This design comes from an exercise in tuning for small area, a short achievable clock period and few clock cycles on the open sky130 flow, not from production work. Where RTL was checked, it was by simulation tests only, not by an equivalence proof against the original. No activity file was given, so power comes from the tool's default toggle rates.

==> build 17 <==
// DATAPATH
module DATAPATH(Product, done, clk, multiplicand, multiplier, start, rst);
export LEC_CHECK = 0
export ABC_AREA = 1
export CAP_MARGIN = 20
export CORE_MARGIN = 2
export CORE_UTILIZATION = 60
export SLEW_MARGIN = 20
export SYNTH_HIERARCHICAL = 1
export SYNTH_MINIMUM_KEEP_SIZE = 0
create_clock -name core_clock -period 4.0 [get_ports {clk}]
standard.sh (not shown) runs the stock make flow with config.mk's settings and CLKGATE_MAP_FILE= SYNTH_SCRIPT=/design/flow/synth_recipe.tcl, a recipe that flattens the netlist after the stock synthesis.
==> flow/flow/run.sh <==
#!/bin/bash
# Standard layout, with plain buffers (instead of delay buffers) on the ports.
set -euo pipefail
export BUFFER_PORTS_ARGS="-buffer_cell sky130_fd_sc_hd__buf_2"
bash standard.sh > standard.log 2>&1
==> trial 59 (differences from build 17) <==
--- a/flow/config.mk
+++ b/flow/config.mk
@@ -11,2 +11,3 @@
 export CORE_UTILIZATION = 60
+export SETUP_SLACK_MARGIN = 0.3
 export SLEW_MARGIN = 20
==> comparison table <==
Run status: trial 59 complete, no violations; build 17 complete, no violations
Number of optimization iterations in the first detailed-route pass: trial 59 5; build 17 6
M1 GR Usage: trial 59 38.8%; build 17 36.9%
Proportion of power drawn by flip-flops and latches: trial 59 20.6%; build 17 21.2%
Fraction of standard cell area in multi-input logic: trial 59 62.9%; build 17 63.0%
Post-route cell area: trial 59 9910 um2; build 17 9520 um2
Arrival time of data at the critical path endpoint: trial 59 3.78 ns; build 17 3.88 ns
Wire length on met3: trial 59 1050 um; build 17 1040 um
Final Util: trial 59 69.0%; build 17 66.3%
Final worst-path setup slack: trial 59 0.306 ns; build 17 0.201 ns
Fraction of the cycle the final worst path needs: trial 59 92.4%; build 17 95.0%
Final Critical Period: trial 59 3.69 ns; build 17 3.80 ns
Worst IR drop on VDD: trial 59 0.000527 V; build 17 0.000497 V
Transition time at the pin with the least slew margin: trial 59 0.804 ns; build 17 0.632 ns
Vias in the first global route: trial 59 6877; build 17 6725
Number of non-filler instances in the completed layout: trial 59 1091; build 17 1084
Largest net degree at the start of global routing: trial 59 34; build 17 40
WL met2: trial 59 10700 um; build 17 10200 um
Power density relative to cell area: trial 59 653 nW/um2; build 17 657 nW/um2
Clock power share: trial 59 12.2%; build 17 11.6%
Highest fanout seen on the critical path: trial 59 10; build 17 13
Layout filler cell count: trial 59 1128; build 17 1141
Layout Nets: trial 59 1126; build 17 1119
Tot GR Track Use: trial 59 28.8%; build 17 27.8%
Area occupied by multi-input gates: trial 59 6230 um2; build 17 6000 um2
Testbench counts of build 17, summed over its fixed seeds: cycles 2,400.
Testbench counts of trial 59, summed over its fixed seeds: cycles 2,400.


==> exp/lagoon: inputs <==
DATAPATH, a different RTL version from the one above (not shown whole).
clock: 4.0 ns
lec_check: 0
abc_area: 1
cap_margin: 20
core_margin: 2
core_utilization: 40
cts_buf_list: sky130_fd_sc_hd__clkbuf_4 sky130_fd_sc_hd__clkbuf_8
cts_cluster_size: 30
place_density: 0.75
setup_slack_margin: 0.5
slew_margin: 20
synth_hierarchical: 1
synth_minimum_keep_size: 0
Scripts as last shown in full above: flow/flow/run.sh
==> exp/zinc (differences from exp/lagoon) <==
==> flow/config.mk (replaced) <==
export PLATFORM = sky130hd
export DESIGN_NAME = DATAPATH
export DESIGN_NICKNAME = DATAPATH
export VERILOG_FILES = /design/flow/design.v
export SDC_FILE = /design/flow/constraint.sdc
export NUM_CORES = 4
export LEC_CHECK = 0
export ABC_AREA = 1
export CAP_MARGIN = 20
export CORE_MARGIN = 2
export CORE_UTILIZATION = 60
export SLEW_MARGIN = 20
export SYNTH_HIERARCHICAL = 1
export SYNTH_MINIMUM_KEEP_SIZE = 0
export TNS_END_PERCENT = 0
==> comparison <==
exp/zinc finished clean. exp/lagoon completed without violations. Against exp/zinc, the via count of exp/lagoon is larger by 1.8%. In exp/lagoon the fmax is higher than in exp/zinc, by about 8%. Between exp/lagoon and exp/zinc, the lower clock-buffer cell count is in exp/lagoon (gap 3). Against exp/zinc, the sequential share of layout area of exp/lagoon is lower by 1.8 points. In exp/zinc the design area is smaller than in exp/lagoon, by 9.1%.
Testbench counts of exp/lagoon, summed over its fixed seeds: cycles 2,400.
Testbench counts of exp/zinc, summed over its fixed seeds: cycles 2,400.


==> inputs of run Z <==
DATAPATH, a different RTL version from the one above (not shown whole).
Settings: LEC_CHECK=0, ABC_AREA=1, CAP_MARGIN=20, CORE_MARGIN=2, CORE_UTILIZATION=40, CTS_BUF_LIST=sky130_fd_sc_hd__clkbuf_4 sky130_fd_sc_hd__clkbuf_8, CTS_CLUSTER_SIZE=30, PLACE_DENSITY=0.75, SLEW_MARGIN=20, SYNTH_HIERARCHICAL=1, SYNTH_MINIMUM_KEEP_SIZE=0; clock period 4.0 ns.
Scripts as last shown in full above: flow/flow/run.sh
==> run F (differences from run Z) <==
- CORE_UTILIZATION: 40 -> 60
- PLACE_DENSITY: 0.75 -> default
==> results.sh <==
export IMPL_outcome="timing/DRC/antenna clean"
export IMPL_final_nonclk_buf_share_pct=8.97
export IMPL_grt_max_degree=44
export IMPL_vias=6001
export IMPL_fp_dieW_um=149
export IMPL_total_power_w=0.00591
export IMPL_worst_pin_slew_ns=0.964
export IMPL_p_comb_share_pct=68.5
export IMPL_stdcell_count=1150
export IMPL_wl_um=19300
export IMPL_min_period_ns=3.84
That was run Z.
==> results.sh <==
export IMPL_final_nonclk_buf_share_pct=9.20
export IMPL_outcome="timing/DRC/antenna clean"
export IMPL_vias=5973
export IMPL_min_period_ns=3.85
export IMPL_total_power_w=0.00585
export IMPL_fp_dieW_um=122
export IMPL_wl_um=19900
export IMPL_worst_pin_slew_ns=0.857
export IMPL_stdcell_count=1058
That was run F.
No functional check of the RTL was part of any run of this note.


==> nickel: inputs <==
DATAPATH with an RTL version that a note above also has.
==> flow/config.mk <==
export PLATFORM = sky130hd
export DESIGN_NAME = DATAPATH
export DESIGN_NICKNAME = DATAPATH
export VERILOG_FILES = /design/flow/design.v
export SDC_FILE = /design/flow/constraint.sdc
export NUM_CORES = 4
export LEC_CHECK = 0
export ABC_AREA = 1
export CAP_MARGIN = 20
export CORE_MARGIN = 2
export CORE_UTILIZATION = 40
export CTS_BUF_LIST = sky130_fd_sc_hd__clkbuf_4 sky130_fd_sc_hd__clkbuf_8
export CTS_CLUSTER_SIZE = 30
export PLACE_DENSITY = 0.45
export SLEW_MARGIN = 20
export SYNTH_HIERARCHICAL = 1
export SYNTH_MINIMUM_KEEP_SIZE = 0
==> flow/constraint.sdc <==
create_clock -name core_clock -period 4.0 [get_ports {clk}]
set_input_delay 0.8000 -clock core_clock [delete_from_list [all_inputs] [get_ports {clk}]]
set_output_delay 0.8000 -clock core_clock [all_outputs]
set_load 0.01 [all_outputs]
Scripts as last shown in full above: flow/flow/run.sh
==> pepper (differences from nickel) <==
==> flow/run.sh (new file) <==
#!/bin/bash
# synth_recipe.tcl (not shown) runs the flow's synth.tcl, then flattens the netlist and writes it again
# the make line also repeats each setting of config.mk as NAME=value (left out here)
make -C /OpenROAD-flow-scripts/flow DESIGN_CONFIG=/design/flow/config.mk WORK_HOME=/design/flow/orfs CLKGATE_MAP_FILE= SYNTH_SCRIPT=/design/flow/synth_recipe.tcl finish
Settings changed: PLACE_DENSITY 0.45 to 0.75, SETUP_SLACK_MARGIN set to 0.1.
removed: flow/flow/run.sh
removed: flow/standard.sh
==> xenon (differences from nickel) <==
Settings changed: CORE_UTILIZATION 40 to 30, PLACE_DENSITY 0.45 to not set.
==> run summary <==
status timing/DRC/antenna clean; Tmin final 3641 ps; clock share of power roughly a tenth; Final nets approximately 1100; highest routed metal layer met5; Placed Cells about 1300; Finished Layout Cells around 1300; worst-path cell chain buf_2 > nand2_1 > nor2_2 > a21oi_4 > o22ai_1 > xor2_1 > fa_1 > fa_1 > fa_1 > fa_1; fraction of standard cell area in multi-input logic between 60% and 70%; nonclk buf count 123; quantity of gates resized following cts 0; DIE AREA 30180 um^2; number of non-clock inverters in the layout 75; Setup Fix Bufs, Post-CTS 0; Site Rows between 60 and 70; clock network area share 2.297%
That was xenon.
==> run summary <==
clock network area share 2.495%; Clock transition at path regs 90 ps; Final nets about 1100; Placed Cells around 1200; worst-path cell chain buf_2 > nand2_1 > nor2_1 > a21oi_2 > o22ai_1 > xor2_1 > fa_1 > fa_1 > fa_1 > fa_1; clock share of power 11.7%; highest routed metal layer met4; Tmin final about 4000 ps; Site Rows 53; DIE AREA 22800 um^2; Syn-to-layout area delta 10.80%; status timing/DRC/antenna clean; Setup Fix Bufs, Post-CTS 0; quantity of gates resized following cts 0; number of non-clock inverters in the layout 75; nonclk buf count between 100 and 150; fraction of standard cell area in multi-input logic between 60% and 70%
That was nickel.
==> run summary <==
status timing/DRC/antenna clean; Placed Cells approximately 1200; fraction of standard cell area in multi-input logic between 50% and 60%; clock share of power just over 9%; highest routed metal layer met4; Tmin final around 4000 ps; worst-path cell chain clkdlybuf4s50_1 > nand2_2 > nor2_4 > a21oi_2 > buf_4 > buf_4 > o22ai_1 > xor2_1 > ha_1 > fa_1 > fa_2 > fa_1; nonclk buf count roughly 170; quantity of gates resized following cts 27; clock network area share around 1.9%; Finished Layout Cells about 1200
That was pepper.
Testbench counts of nickel, summed over its fixed seeds: cycles 2,400.
Testbench counts of pepper, summed over its fixed seeds: cycles 2,400.
Testbench counts of xenon, summed over its fixed seeds: cycles 2,400.

[separate check: timing with driven ports]
The flow's constraints put no driver on any port. The routed layouts listed below were extracted and timed again, unchanged, in two steps.
Step 1: set_driving_cell puts a clkbuf_16 on clk and a buf_2 on each other input, an assumption about the parent block.
Step 2 times the ports against the registers' clock, not the clock port: input delays grow and output delays shrink by t, the midpoint of the rising clock arrivals with the driver on.
Three values: ideal, step 1, step 2; two values: the first two.
run	t (ns)	setup slack, ns	pins driven straight from the clock port
build 17	0.382	0.201 / 0.223 / -0.159	1
trial 59	0.385	0.306 / 0.313 / -0.072	1
exp/lagoon	0.411	0.503 / 0.503 / 0.092	1
exp/zinc	0.381	0.219 / 0.243 / -0.138	1
run Z	0.394	0.159 / 0.172 / -0.222	1
run F	0.415	0.155 / 0.130 / -0.286	1
nickel	0.414	0.092 / 0.104 / -0.310	1
pepper	0.408	0.103 / 0.120 / -0.288	1
xenon	0.408	0.359 / 0.338 / -0.036	1
Met with ideal ports but missed after step 2: setup timing in 8 of these runs. The setup slack of run F, which loses most, moves by -0.025 ns with the drivers and by -0.441 ns with both steps.
